This is an optimization exercise on Yosys and OpenROAD, whose aim is small area, not a production implementation. In this exercise RTL edits were held to simulation tests only and were not proved equivalent to the original.

==> v15: inputs <==
## cordic
module cordic (
  input                clk,
  input                reset,
  input                operands_val,
  input  signed [15:0] x_start,
  input  signed [15:0] y_start,
  input  signed [15:0] angle,
  output signed [15:0] sine,
  output signed [15:0] cosine,
  output               out_valid
);
clock: 5.0 ns
lec_check: 0
cap_margin: 0
core_margin: 2
core_utilization: 60
cts_buf_list: sky130_fd_sc_hd__clkbuf_4 sky130_fd_sc_hd__clkbuf_8
cts_cluster_size: 30
slew_margin: 0
synth_hierarchical: 1
synth_minimum_keep_size: 0
run.sh (not shown) runs the stock make flow with config.mk's settings and CLKGATE_MAP_FILE= SYNTH_SCRIPT=/design/flow/synth_recipe.tcl, a recipe that flattens the netlist after the stock synthesis.
==> v34: changes against v15 <==
--- a/flow/design.v
+++ b/flow/design.v
@@ -631,56 +631,56 @@
   wire [12:0] x13_t_s;
   cr_incdec #(.W(13)) u_x13_t (.x(xr10[15:3]), .incn(~(x13_t_cl & ~x13_t_sg)), .decn(~(~x13_t_cl & x13_t_sg)), .y(x13_t_s));
   wire y13_t_cl = ~y13_0_co;
   wire y13_t_sg = xr10[15] ^ ~dir13;
   wire [12:0] y13_t_s;
   cr_incdec #(.W(13)) u_y13_t (.x(yr10[15:3]), .incn(~(y13_t_cl & ~y13_t_sg)), .decn(~(~y13_t_cl & y13_t_sg)), .y(y13_t_s));
   wire [15:0] x13 = {x13_t_s, x13_0_s};
   wire [15:0] y13 = {y13_t_s, y13_0_s};
-  reg [15:0] xr11, yr11;
-  reg [15:14] dr11;
-  always @(posedge clk) begin
-    xr11 <= x13;
-    yr11 <= y13;
-    dr11 <= {dr10[15], dr10[14]};
-  end
-  wire dir14 = dr11[14];
+  wire dir14 = dr10[14];
   wire [1:0] x14_0_s;
   wire x14_0_co;
-  wire [1:0] x14_0_bn = {~(yr11[15] ^ dir14), yr11[14] ^ dir14};
-  cr_addn #(.N(2)) u_x14_0 (.a(xr11[1:0]), .bn(x14_0_bn), .cin(dir14), .s(x14_0_s), .co(x14_0_co));
+  wire [1:0] x14_0_bn = {~(y13[15] ^ dir14), y13[14] ^ dir14};
+  cr_addn #(.N(2)) u_x14_0 (.a(x13[1:0]), .bn(x14_0_bn), .cin(dir14), .s(x14_0_s), .co(x14_0_co));
   wire [1:0] y14_0_s;
   wire y14_0_co;
-  wire [1:0] y14_0_bn = {~(xr11[15] ^ ~dir14), xr11[14] ^ ~dir14};
-  cr_addn #(.N(2)) u_y14_0 (.a(yr11[1:0]), .bn(y14_0_bn), .cin(~dir14), .s(y14_0_s), .co(y14_0_co));
+  wire [1:0] y14_0_bn = {~(x13[15] ^ ~dir14), x13[14] ^ ~dir14};
+  cr_addn #(.N(2)) u_y14_0 (.a(y13[1:0]), .bn(y14_0_bn), .cin(~dir14), .s(y14_0_s), .co(y14_0_co));
   wire x14_t_cl = x14_0_co;
-  wire x14_t_sg = yr11[15] ^ dir14;
+  wire x14_t_sg = y13[15] ^ dir14;
   wire [13:0] x14_t_s;
-  cr_incdec #(.W(14)) u_x14_t (.x(xr11[15:2]), .incn(~(x14_t_cl & ~x14_t_sg)), .decn(~(~x14_t_cl & x14_t_sg)), .y(x14_t_s));
+  cr_incdec #(.W(14)) u_x14_t (.x(x13[15:2]), .incn(~(x14_t_cl & ~x14_t_sg)), .decn(~(~x14_t_cl & x14_t_sg)), .y(x14_t_s));
   wire y14_t_cl = y14_0_co;
-  wire y14_t_sg = xr11[15] ^ ~dir14;
+  wire y14_t_sg = x13[15] ^ ~dir14;
   wire [13:0] y14_t_s;
-  cr_incdec #(.W(14)) u_y14_t (.x(yr11[15:2]), .incn(~(y14_t_cl & ~y14_t_sg)), .decn(~(~y14_t_cl & y14_t_sg)), .y(y14_t_s));
+  cr_incdec #(.W(14)) u_y14_t (.x(y13[15:2]), .incn(~(y14_t_cl & ~y14_t_sg)), .decn(~(~y14_t_cl & y14_t_sg)), .y(y14_t_s));
   wire [15:0] x14 = {x14_t_s, x14_0_s};
   wire [15:0] y14 = {y14_t_s, y14_0_s};
+  reg [15:0] xr11, yr11;
+  reg [15:15] dr11;
+  always @(posedge clk) begin
+    xr11 <= x14;
+    yr11 <= y14;
+    dr11 <= {dr10[15]};
+  end
   wire dir15 = dr11[15];
   wire [0:0] x15_0_s;
   wire x15_0_co;
-  wire [0:0] x15_0_bn = {y14[15] ^ dir15};
-  cr_addn #(.N(1)) u_x15_0 (.a(x14[0:0]), .bn(x15_0_bn), .cin(dir15), .s(x15_0_s), .co(x15_0_co));
+  wire [0:0] x15_0_bn = {yr11[15] ^ dir15};
+  cr_addn #(.N(1)) u_x15_0 (.a(xr11[0:0]), .bn(x15_0_bn), .cin(dir15), .s(x15_0_s), .co(x15_0_co));
   wire [0:0] y15_0_s;
   wire y15_0_co;
-  wire [0:0] y15_0_bn = {x14[15] ^ ~dir15};
-  cr_addn #(.N(1)) u_y15_0 (.a(y14[0:0]), .bn(y15_0_bn), .cin(~dir15), .s(y15_0_s), .co(y15_0_co));
+  wire [0:0] y15_0_bn = {xr11[15] ^ ~dir15};
+  cr_addn #(.N(1)) u_y15_0 (.a(yr11[0:0]), .bn(y15_0_bn), .cin(~dir15), .s(y15_0_s), .co(y15_0_co));
   wire x15_t_cl = ~x15_0_co;
-  wire x15_t_sg = y14[15] ^ dir15;
+  wire x15_t_sg = yr11[15] ^ dir15;
   wire [14:0] x15_t_s;
-  cr_incdec #(.W(15)) u_x15_t (.x(x14[15:1]), .incn(~(x15_t_cl & ~x15_t_sg)), .decn(~(~x15_t_cl & x15_t_sg)), .y(x15_t_s));
+  cr_incdec #(.W(15)) u_x15_t (.x(xr11[15:1]), .incn(~(x15_t_cl & ~x15_t_sg)), .decn(~(~x15_t_cl & x15_t_sg)), .y(x15_t_s));
   wire y15_t_cl = ~y15_0_co;
-  wire y15_t_sg = x14[15] ^ ~dir15;
+  wire y15_t_sg = xr11[15] ^ ~dir15;
   wire [14:0] y15_t_s;
-  cr_incdec #(.W(15)) u_y15_t (.x(y14[15:1]), .incn(~(y15_t_cl & ~y15_t_sg)), .decn(~(~y15_t_cl & y15_t_sg)), .y(y15_t_s));
+  cr_incdec #(.W(15)) u_y15_t (.x(yr11[15:1]), .incn(~(y15_t_cl & ~y15_t_sg)), .decn(~(~y15_t_cl & y15_t_sg)), .y(y15_t_s));
   wire [15:0] x15 = {x15_t_s, x15_0_s};
   wire [15:0] y15 = {y15_t_s, y15_0_s};
   assign cosine = x15;
   assign sine   = y15;
 endmodule
==> flow/flow/run.sh (new file) <==
#!/bin/bash
# Own layout flow: the standard ORFS flow (standard.sh, including its
# standard synthesis), with two changes to how the layout is built:
#  - the input/output port buffers are sky130_fd_sc_hd__buf_1 cells;
#  - clock tree synthesis inserts no dummy loads.
# ORFS writes each step's full log under orfs/logs/; make's own output goes
# to make.log in this folder.
set -euo pipefail
export BUFFER_PORTS_ARGS="-buffer_cell sky130_fd_sc_hd__buf_1"
export CTS_ARGS="-sink_clustering_enable -repair_clock_nets -dont_use_dummy_load"
bash standard.sh finish > make.log 2>&1
==> flow/standard.sh (new file) <==
#!/bin/bash
# synth_recipe.tcl (not shown) runs the flow's synth.tcl, then flattens the netlist and writes it again
# the make line also repeats each setting of config.mk as NAME=value (left out here)
make -C /OpenROAD-flow-scripts/flow DESIGN_CONFIG=/design/flow/config.mk WORK_HOME=/design/flow/orfs CLKGATE_MAP_FILE= SYNTH_SCRIPT=/design/flow/synth_recipe.tcl "${@:-finish}"
CTS_BUF_LIST = unset   (was sky130_fd_sc_hd__clkbuf_4 sky130_fd_sc_hd__clkbuf_8)
CTS_CLUSTER_SIZE = unset   (was 30)
removed: flow/run.sh
==> summary.txt <==
- v34 completed with no timing, DRC or antenna violations. v15 reached the layout checks and failed them: setup timing.
- In v34 the critical path depth is lower than in v15, by 1.
- Against v15, the count of clock-buffer cells in the layout of v34 is lower by 77.
- Of v34 and v15, v34 has the higher clock skew (gap 0.027 ns).
- Global-route usage: v34 is lower than v15 (1.0 points).
- Against v15, the flip-flop and latch count of v34 is lower by 1.
- Against v15, the non-clock buffer count of v34 is lower by 113.
- Against v34, the fmax of v15 is smaller by about 14%.
==> figures <==
item	v15	v34
DR vias	21200	20300
Final Cycle Share	106%	90.6%
Clock transition at the registers of the reported paths	0.06 ns	0.05 ns
Post-CTS resize count	210	0
Layout clock buffer count	133	56
Total number of clock tree sinks	530	529
Storage cell area	10600 sq um	10600 sq um
Post-layout worst setup margin	-0.288 ns	0.470 ns
Cells after synthesis	3023	3022
Nets	3317	3168
Final std cell area, no fill	34300 sq um	31800 sq um
Root cell of the clock tree	clkbuf_8	clkbuf_16
M3 GR Usage	3.81%	2.99%
CP Data Required Time	4.00 ns	5.49 ns
Number of instances in the placed design	3749	3701
Wire length per cell after detailed routing	14.5 um	14.5 um
Status	finished with violations	timing/DRC/antenna clean
Layout check failures	setup timing	-

========
==> trial 54 <==
cordic, a different RTL version from the one above (not shown whole).
==> flow/config.mk <==
export PLATFORM = sky130hd
export DESIGN_NAME = cordic
export DESIGN_NICKNAME = cordic
export VERILOG_FILES = /design/flow/design.v
export SDC_FILE = /design/flow/constraint.sdc
export NUM_CORES = 4
export LEC_CHECK = 0
export CAP_MARGIN = 0
export CORE_MARGIN = 2
export CORE_UTILIZATION = 60
export SLEW_MARGIN = 0
export SYNTH_HIERARCHICAL = 1
export SYNTH_MINIMUM_KEEP_SIZE = 0
==> flow/constraint.sdc <==
create_clock -name core_clock -period 5.0 [get_ports {clk}]
set_input_delay 1.0000 -clock core_clock [delete_from_list [all_inputs] [get_ports {clk}]]
set_output_delay 1.0000 -clock core_clock [all_outputs]
set_load 0.01 [all_outputs]
Stock flow here: none of the scripts above is used.
==> trial 82 (differences from trial 54) <==
--- a/flow/config.mk
+++ b/flow/config.mk
@@ -10,2 +10,4 @@
 export CORE_UTILIZATION = 60
+export CTS_BUF_LIST = sky130_fd_sc_hd__clkbuf_4 sky130_fd_sc_hd__clkbuf_8
+export CTS_CLUSTER_SIZE = 30
 export SLEW_MARGIN = 0
==> comparison table <==
quantity                                                                   trial 54                   trial 82
Run status                                                 timing/DRC/antenna clean   timing/DRC/antenna clean
Worst-case setup margin in the final layout                                0.541 ns                   0.533 ns
Total routing usage reported by global routing                                21.6%                      21.7%
Count of clock-net buffers in the final layout                                   92                        146
Maximum clock skew at final layout                                        0.0164 ns                  0.0295 ns
Worst Path Required                                                         5.53 ns                    5.54 ns
Average via count per standard cell                                            5.40                       5.36
TritonCTS Buffers                                                                59                         92
Data-path buffer share of cell area in the final layout                       2.76%                      2.78%
Total number of cells along the worst setup path                                 15                         18
Post-route met1 wirelength                                                25,400 um                  25,400 um
Ratio of cells with drive above 1 in the final layout                         7.80%                      9.37%
Post-layout utilization of the core                                           67.0%                      66.6%
Reg2reg setup slack                                                         0.54 ns                    0.55 ns
Clock tree root driver cell                              sky130_fd_sc_hd__clkbuf_16  sky130_fd_sc_hd__clkbuf_8
Fin nets                                                                      3,473                      3,506
Via count                                                                    22,100                     22,200
Min Tclk post-route                                                         4.46 ns                    4.47 ns

========
==> inputs of 10-26 <==
Another version of the RTL of cordic (not shown whole).
==> flow/config.mk <==
export PLATFORM = sky130hd
export DESIGN_NAME = cordic
export DESIGN_NICKNAME = cordic
export VERILOG_FILES = /design/flow/design.v
export SDC_FILE = /design/flow/constraint.sdc
export NUM_CORES = 4
export LEC_CHECK = 0
export CAP_MARGIN = 0
export CORE_MARGIN = 2
export CORE_UTILIZATION = 60
export SLEW_MARGIN = 0
export SYNTH_HIERARCHICAL = 1
export SYNTH_MINIMUM_KEEP_SIZE = 0
==> flow/constraint.sdc <==
create_clock -name core_clock -period 5.0 [get_ports {clk}]
set_input_delay 1.0000 -clock core_clock [delete_from_list [all_inputs] [get_ports {clk}]]
set_output_delay 1.0000 -clock core_clock [all_outputs]
set_load 0.01 [all_outputs]
standard.sh (not shown) runs the stock make flow with config.mk's settings and CLKGATE_MAP_FILE= SYNTH_SCRIPT=/design/flow/synth_recipe.tcl, a recipe that flattens the netlist after the stock synthesis.
==> flow/flow/run.sh <==
#!/bin/bash
# Own layout flow: the standard ORFS flow (standard.sh, including its
# standard synthesis), with two changes to how the layout is built:
#  - the input/output port buffers are sky130_fd_sc_hd__buf_1 cells;
#  - clock tree synthesis inserts no dummy loads and clusters up to 24 sinks.
# ORFS writes each step's full log under orfs/logs/; make's own output goes
# to make.log in this folder.
set -euo pipefail
export BUFFER_PORTS_ARGS="-buffer_cell sky130_fd_sc_hd__buf_1"
export CTS_ARGS="-sink_clustering_enable -repair_clock_nets -dont_use_dummy_load -sink_clustering_size 24 -sink_clustering_max_diameter 100 -buf_list {sky130_fd_sc_hd__clkbuf_8 sky130_fd_sc_hd__clkbuf_16}"
bash standard.sh finish > make.log 2>&1
==> 08-21 (differences from 10-26) <==
--- a/flow/flow/run.sh
+++ b/flow/flow/run.sh
@@ -7,5 +7,5 @@
 # to make.log in this folder.
 set -euo pipefail
 export BUFFER_PORTS_ARGS="-buffer_cell sky130_fd_sc_hd__buf_1"
-export CTS_ARGS="-sink_clustering_enable -repair_clock_nets -dont_use_dummy_load -sink_clustering_size 24 -sink_clustering_max_diameter 100 -buf_list {sky130_fd_sc_hd__clkbuf_8 sky130_fd_sc_hd__clkbuf_16}"
+export CTS_ARGS="-sink_clustering_enable -repair_clock_nets -dont_use_dummy_load -sink_clustering_size 24 -sink_clustering_max_diameter 100"
 bash standard.sh finish > make.log 2>&1
--- a/flow/config.mk
+++ b/flow/config.mk
@@ -8,6 +8,7 @@
 export CAP_MARGIN = 0
 export CORE_MARGIN = 2
 export CORE_UTILIZATION = 60
+export GPL_TIMING_DRIVEN = 0
 export SLEW_MARGIN = 0
 export SYNTH_HIERARCHICAL = 1
 export SYNTH_MINIMUM_KEEP_SIZE = 0
==> 09-03 (differences from 10-26) <==
--- a/flow/flow/run.sh
+++ b/flow/flow/run.sh
@@ -7,5 +7,5 @@
 # to make.log in this folder.
 set -euo pipefail
 export BUFFER_PORTS_ARGS="-buffer_cell sky130_fd_sc_hd__buf_1"
-export CTS_ARGS="-sink_clustering_enable -repair_clock_nets -dont_use_dummy_load -sink_clustering_size 24 -sink_clustering_max_diameter 100 -buf_list {sky130_fd_sc_hd__clkbuf_8 sky130_fd_sc_hd__clkbuf_16}"
+export CTS_ARGS="-sink_clustering_enable -repair_clock_nets -dont_use_dummy_load -sink_clustering_size 24 -sink_clustering_max_diameter 100"
 bash standard.sh finish > make.log 2>&1
==> qor summary <==
| item | 09-03 | 10-26 | 08-21 |
|---|---|---|---|
| Run status | finished clean | finished clean | finished clean |
| Sequential fraction of total cell area | 28.50% | 28.50% | 27.64% |
| Endpoint of the lowest-slack register-to-register path | yr8[12] | yr8[12] | cx3 |
| Clock buffers and inverters, area share | 1.783% | 1.783% | 1.728% |
| Met2 usage in global routing | 39.36% | 39.36% | 41.27% |
| Post-placement worst setup slack | 0.2535 ns | 0.2535 ns | -0.5514 ns |
| Startpoint class of the critical path | flop | flop | primary input |
| Number of antenna violations at the first check in global routing | 0 | 0 | 1 |
| Via count of the first global-routing pass | 18430 | 18430 | 18700 |
| Critical Path Max Stage Delay | 0.57 ns | 0.57 ns | 0.40 ns |
| Core utilization of the finished layout | 63.89% | 63.89% | 65.91% |
| Total setup buffers inserted after CTS | 0 | 0 | 1 |

port drivers added, routing unchanged:
How much do the figures lean on ideal ports? The routed layouts below were timed once more, with nothing changed but the port constraints. Step 1 sets driving cells, clkbuf_16 on the clock port and buf_2 on the other inputs (assumed; they add their load-dependent delay and slew). Step 2 also shifts input and output timing later by t, the mid clock arrival at the registers, as if the neighbouring blocks saw the same clock. Slacks: ideal ports / drivers / drivers and shift; pairs: ideal ports / drivers.
| run | shift t [ns] | setup WS [ns] | slew at the worst register clock pin (ns) |
|---|---|---|---|
| v15 | 0.695 | -0.288 / -0.343 / -0.219 | 0.06 / 0.06 |
| v34 | 0.644 | 0.470 / 0.470 / 0.078 | 0.06 / 0.06 |
| trial 54 | 0.675 | 0.541 / 0.541 / -0.096 | 0.06 / 0.06 |
| trial 82 | 0.703 | 0.533 / 0.555 / -0.141 | 0.06 / 0.06 |
| 10-26 | 0.587 | 0.322 / 0.265 / 0.338 | 0.09 / 0.09 |
| 08-21 | 0.595 | 0.267 / 0.275 / -0.299 | 0.10 / 0.10 |
| 09-03 | 0.587 | 0.322 / 0.265 / 0.338 | 0.09 / 0.09 |
Met with ideal ports but missed after step 2: setup timing in trial 54, trial 82 and 08-21. The setup slack of trial 82, which loses most, moves by +0.022 ns with the drivers and by -0.674 ns with both steps.
